From an optimization exercise on the open Yosys and OpenROAD flow, aimed at small area, a short achievable clock period and few clock cycles per item; shortcuts taken in it are not production practice.
No functional check of the RTL was part of any run shown here.

==> flow/design.v (outline; a module is shown in full before it is edited, if it fits) <==
// module ntt_top: 1433 lines
// module ntt_fa: 4 lines
// module ntt_ha: 4 lines
// module ntt_a21o_1: 3 lines
// module ntt_a22o_1: 3 lines
// module ntt_a31oi_1: 3 lines
// module ntt_a32o_1: 3 lines
// module ntt_a32oi_1: 3 lines
// module ntt_and2_1: 3 lines
// module ntt_and3_1: 3 lines
// module ntt_inv_1: 3 lines
// module ntt_nand2_1: 3 lines
// module ntt_nand2b_1: 3 lines
// module ntt_nand3_1: 3 lines
// module ntt_nand3b_1: 3 lines
// module ntt_nand4_1: 3 lines
// module ntt_nor2_1: 3 lines
// module ntt_o211a_1: 3 lines
// module ntt_o21a_1: 3 lines
// module ntt_o21ai_0: 3 lines
// module ntt_o21bai_1: 3 lines
// module ntt_o221a_1: 3 lines
// module ntt_o22ai_1: 3 lines
// module ntt_o311ai_0: 3 lines
// module ntt_or2_0: 3 lines
// module ntt_or2_1: 3 lines
// module ntt_or3_1: 3 lines
// module ntt_xnor2_1: 3 lines
// module ntt_xor2_1: 3 lines
module ntt_top (
  input  wire        clk, rst, start,
  input  wire [15:0] din0, din1, din2, din3, din4, din5, din6, din7, din8, din9, din10, din11, din12, din13, din14, din15,
  output wire [15:0] dout0, dout1, dout2, dout3, dout4, dout5, dout6, dout7, dout8, dout9, dout10, dout11, dout12, dout13, dout14, dout15,
  output wire        done
);
  // ...
==> flow/flow/run.sh <==
#!/bin/bash
# The standard layout (standard.sh: the standard flow's synthesis and ORFS flow), with two
# placement options changed:
#  - port buffers are sky130_fd_sc_hd__buf_1 instead of the default pick;
#  - the constant-0 outputs share tie cells instead of one tie cell per port.
set -euo pipefail
bash standard.sh \
  "BUFFER_PORTS_ARGS=-buffer_cell sky130_fd_sc_hd__buf_1" \
  SKIP_REPAIR_TIE_FANOUT=1 \
  finish > standard_flow.log 2>&1
==> flow/standard.sh <==
#!/bin/bash
# synth_recipe.tcl (not shown) runs the flow's synth.tcl, then flattens the netlist and writes it again
# the make line also repeats each setting of config.mk as NAME=value (left out here)
make -C /OpenROAD-flow-scripts/flow DESIGN_CONFIG=/design/flow/config.mk WORK_HOME=/design/flow/orfs CLKGATE_MAP_FILE= SYNTH_SCRIPT=/design/flow/synth_recipe.tcl "${@:-finish}"
==> flow/config.mk <==
export PLATFORM = sky130hd
export DESIGN_NAME = ntt_top
export DESIGN_NICKNAME = ntt_top
export VERILOG_FILES = /design/flow/design.v
export SDC_FILE = /design/flow/constraint.sdc
export NUM_CORES = 8
export LEC_CHECK = 0
export CAP_MARGIN = 20
export CORE_MARGIN = 2
export CORE_UTILIZATION = 30
export CTS_BUF_LIST = sky130_fd_sc_hd__clkbuf_8
export SETUP_SLACK_MARGIN = 2.0
export SLEW_MARGIN = 20
export SYNTH_HIERARCHICAL = 1
export SYNTH_MINIMUM_KEEP_SIZE = 0
==> flow/constraint.sdc <==
create_clock -name core_clock -period 22.0 [get_ports {clk}]
set_input_delay 4.4000 -clock core_clock [delete_from_list [all_inputs] [get_ports {clk}]]
set_output_delay 4.4000 -clock core_clock [all_outputs]
set_load 0.01 [all_outputs]
==> impl_metrics.env, run 1 <==
export IMPL_layout_nonclk_buf_share_pct=4.62
export IMPL_tns_ns=0
export IMPL_hold_path_endpoint="res[3][0]$_DFF_P_"
export IMPL_cts_hold_buffers=0
export IMPL_reg_largest_list="res (80)"
export IMPL_area_delta_synth_final_pct=2.03
export IMPL_critical_path_max_stage_delay_ns=0.50
export IMPL_row_count=76
export IMPL_critPathKind="input pin to output port"
export IMPL_ff2ff_path_depth=2
export IMPL_synthSimpleGateAreaFrac_pct=6.50
export IMPL_core_mm2=0.0433
export IMPL_grt_pass1_wl_um=49500
export IMPL_fin_crit_sh_pct=80.9
export IMPL_synth_net_count=1928
export IMPL_fin_ws_ns=4.20
export IMPL_status="no timing/DRC/antenna violations"
export IMPL_ys_flop_type="dfxtp_1"
export IMPL_design_area_mm2=0.0135
export IMPL_nFillCells=4542
export IMPL_max_flop_register="res"
export IMPL_cp_startpoint="din3[0]"
export IMPL_dominant_cell_class="multi-input gates"
export IMPL_antenna_found_initial=3
export IMPL_r2r_start="res[7][2]$_DFF_P_"
export IMPL_die_w_um=214
export IMPL_fin_util_pct=31.2
export IMPL_ios=516
export IMPL_cts_buffers=9
export IMPL_synth_compound_area_share_pct=5.45
export IMPL_num_tap_cells=585
export IMPL_rsz0062_at_grt="false"
export IMPL_hold_class="flip-flop to flip-flop"
export IMPL_ys_warn_count=9
export IMPL_hold_slack_ns=0.451
export IMPL_dp_slack_ns=4.19
export IMPL_drtIter0Drc=288
export IMPL_synth_largest_area_cell="fa_1"
==> inputs of run 2 (changes only) <==
--- a/flow/config.mk
+++ b/flow/config.mk
@@ -9,6 +9,7 @@
 export CORE_MARGIN = 2
 export CORE_UTILIZATION = 30
 export CTS_BUF_LIST = sky130_fd_sc_hd__clkbuf_8
+export CTS_CLUSTER_SIZE = 40
 export SETUP_SLACK_MARGIN = 2.0
 export SLEW_MARGIN = 20
 export SYNTH_HIERARCHICAL = 1
==> run 2 against run 1 <==
  * Synthesized area stayed put
  * Flip-flop and latch count stayed put
  * Via count stayed put
  * Hold slack stayed put
  * Routed wire length stayed put
  * Non-clock buffer count stayed put
  * Clock skew stayed put
  * Setup slack stayed put
  * Critical path depth stayed put
  * First-iteration DRC count stayed put
  * Final cell count stayed put
  * Largest cell class unchanged
==> impl_metrics.env, run 2 <==
export IMPL_synth_largest_area_cell="fa_1"
export IMPL_yosysMostFrequentCell="fa_1"
export IMPL_vias=7916
export IMPL_gp_congestion=0.914
export IMPL_ys_flop_type="dfxtp_1"
export IMPL_netlist_area_leader_share_pct=53.3
export IMPL_synth_seq_cells=80
export IMPL_max_freq_mhz=56.2
export IMPL_overflow=0
export IMPL_cts_repair_resized=0
export IMPL_synth_area_top_cells="fa_1 (53%), dfxtp_1 (12%), buf_4 (10%), inv_1 (9.6%), nand2_1 (3.0%)"
export IMPL_cts_hold_buffers=0
export IMPL_syn_area_mm2=0.0132
export IMPL_cp_end_kind="output port"
export IMPL_routed_wirelength_um=31200
export IMPL_cts_sinks=80
export IMPL_largest_register_ffs=80
export IMPL_drt_first_pass_iters=5
export IMPL_rsz0062_at_grt="false"
export IMPL_clockBufferDepth=2
export IMPL_hold_slack_ns=0.451
export IMPL_grt_pass1_wl_um=49500
export IMPL_final_cell_mix="fa_1 (352), inv_1 (337), buf_1 (162)"
export IMPL_min_from="res[3][0]$_DFF_P_"
export IMPL_maxCapViolCount=0
export IMPL_worst_slew_pin_transition_ns=1.04
export IMPL_die_h_um=214
export IMPL_drtIter0Drc=288
export IMPL_report_final_slew_viol_count=0
export IMPL_synth_net_count=1928
export IMPL_groute_usage_overall_pct=14.6
export IMPL_dp_cells=1862
export IMPL_synth_commonest_cells="fa_1 (352), inv_1 (338), buf_4 (176), nand2_1 (107), dfxtp_1 (80)"
export IMPL_status="no timing/DRC/antenna violations"
export IMPL_synth_cells=1289
export IMPL_max_flop_register="res"
export IMPL_final_cells=1879
export IMPL_r2r_start="res[7][2]$_DFF_P_"
export IMPL_min_path_cells=2
export IMPL_postCtsSetupRepairBufs=0
export IMPL_synth_edf_count=0
export IMPL_critical_path_top_delay_family="adder cells"
export IMPL_avgSynthCellArea_um2=10.3
export IMPL_r2r_end="res[7][2]$_DFF_P_"
export IMPL_cts_tree="done"
export IMPL_reg2reg_slack_ns=21.26
export IMPL_detail_route_antenna_nets=0
export IMPL_cts_buffers=9
export IMPL_hold_path_endpoint="res[3][0]$_DFF_P_"
export IMPL_antenna_found_initial=3
export IMPL_cp_max_fo=6
export IMPL_place_hpwl_um=28600
export IMPL_finClkSkew_ns=0
export IMPL_area_delta_synth_final_pct=2.03
export IMPL_nNetsFinal=1927
export IMPL_critPathKind="input pin to output port"
export IMPL_viasPerCell=4.21
export IMPL_port_buffers=163
export IMPL_hold_class="flip-flop to flip-flop"
export IMPL_critPathBufInv=5
export IMPL_reg_largest_list="res (80)"
export IMPL_die_w_um=214
export IMPL_drc=0
export IMPL_cts_htree_levels=3
export IMPL_row_count=76
export IMPL_core_mm2=0.0433
export IMPL_grt_max_degree=177
export IMPL_wl_per_cell_um=16.6
export IMPL_crit_arrival_ns=13.40
export IMPL_ios=516
export IMPL_hold_viol=0
export IMPL_async_flop_share_pct=0
export IMPL_critPathLaunchType="input pin"
export IMPL_fin_crit_sh_pct=80.9
export IMPL_fin_ws_ns=4.20
export IMPL_nFillCells=4542
export IMPL_layout_commonest_cell="fa_1"
export IMPL_design_area_mm2=0.0135
export IMPL_ff2ff_path_depth=2
export IMPL_cp_required_ns=17.60
export IMPL_dp_slack_ns=4.19
export IMPL_post_route_min_period_ns=17.80
export IMPL_clk_insertion_delay_late_ns=0.39
export IMPL_cp_common_cell="fa_1"
export IMPL_setup_violations_final=0
export IMPL_ys_seq_area_share_pct=12.1
export IMPL_place_area_mm2=0.0133
export IMPL_dieArea_mm2=0.0457
export IMPL_cpMaxStageDelayCell="fa_1"
export IMPL_root_buffer="clkbuf_8"
export IMPL_tns_ns=0
export IMPL_relSlewSlack_pct=30.7
export IMPL_clk_pin_slew_ns=0.10
export IMPL_ys_warn_count=9
export IMPL_critical_path_max_stage_delay_ns=0.50
export IMPL_synth_cell_type_count=31
export IMPL_initial_core_util_pct=30.5
export IMPL_drive_above_1_share_pct=1.55
export IMPL_grt_pass1_vias=9063
[run 2: cell counts in the layout (fill, tap and decap cells not counted)]
Identical to the previous run, type by type.
[run 2: per-stage QoR]
stage / util (%)
detailed placement: 30.6
CTS: 31.2
global route: 31.2
floorplan: -
global placement: 30.6
finish: 31.2
[run 2: logic make-up (layout without fill, tap and decap cells)]
family / Yosys count / count (layout) / synth area share (%)
buffers and inverters: 514 / 518 / 19.6
adder cells (fa/ha/maj): 380 / 380 / 56.0
AND/OR/NAND/NOR: 204 / 204 / 6.50
AO/OA/AOI/OAI: 105 / 105 / 5.45
flip-flops: 80 / 80 / 12.1
XOR/XNOR: 5 / 5 / 0.331
other: 1 / 2 / 0.0284
[run 2: per-module statistics from Yosys (local to each module, per instance), excerpt]
module	copies in the design	cells
ntt_or2_1	3	1
ntt_or2_0	3	1
ntt_ha	10	1
ntt_o21a_1	3	1
ntt_nor2_1	58	1
ntt_o311ai_0	2	1
[run 2: final cells by class]
type	count	area, um^2	area share, %
Clock buffer	9	124	0.919
Tap cell	585	732	5.43
Multi-Input combinational cell	695	9020	66.9
Antenna cell	1	2.50	0.0186
Timing Repair Buffer	164	623	4.62
Inverter	338	1270	9.41
Sequential cell	80	1600	11.9
Clock inverter	7	108	0.798
[run 2: per-layer routing]
| layer | part of all wire, % | track usage (%) | vias to the layer above |
|---|---|---|---|
| li1 | - | - | 3618 |
| met1 | 42 | 17.7 | 4056 |
| met2 | 48 | 24.9 | 202 |
| met3 | 6.8 | 3.98 | 36 |
| met4 | 3.2 | 5.17 | 4 |
| met5 | 0.051 | 0 | - |
[run 2: worst max-delay path by stage]
stage / start / to / cells past startpoint / slack (ns)
5_1_grt: din3[0] / dout3[4] / 29 / 3.74
4_1_cts: din3[0] / dout3[4] / 29 / 4.19
3_3_place_gp: din3[0] / dout3[4] / 29 / 4.28
3_5_place_dp: din3[0] / dout3[4] / 29 / 4.19
2_1_floorplan: din3[0] / dout3[2] / 27 / 5.03
6_report: din3[0] / dout3[4] / 29 / 4.20
[run 2: worst min-delay path, cell delays in order, from the launching register on]
cell     delay, ns
dfxtp_1       0.31
nand2_1       0.04
nand2_1       0.05

port drivers added, routing unchanged:
The results above use ideal ports. As a check the final layouts listed here were re-extracted and re-timed, cells and wires unchanged. Step 1 (the two cells are an assumption about what drives the block):
set clk [get_ports {clk}]
set_driving_cell -lib_cell sky130_fd_sc_hd__clkbuf_16 $clk
set_driving_cell -lib_cell sky130_fd_sc_hd__buf_2 [delete_from_list [all_inputs] $clk]
Step 2 adds t to the input delays and takes it off the output delays; t is the mean of the earliest and latest rising clock arrival at the registers after step 1. Input paths then give back, and output paths get back, about the clock's delay inside the block. Three values: ideal ports, drivers, drivers and shift; two values: the first two.
run | t, ns | slack for setup (ns) | worst setup path at the end | worst slew at a driven data input, ns
run 1 | 0.430 | 4.203 / 4.181 / 4.181 | input to output | 0.10
run 2 | 0.430 | 4.203 / 4.181 / 4.181 | input to output | 0.10
After both steps every run listed still meets setup and hold.
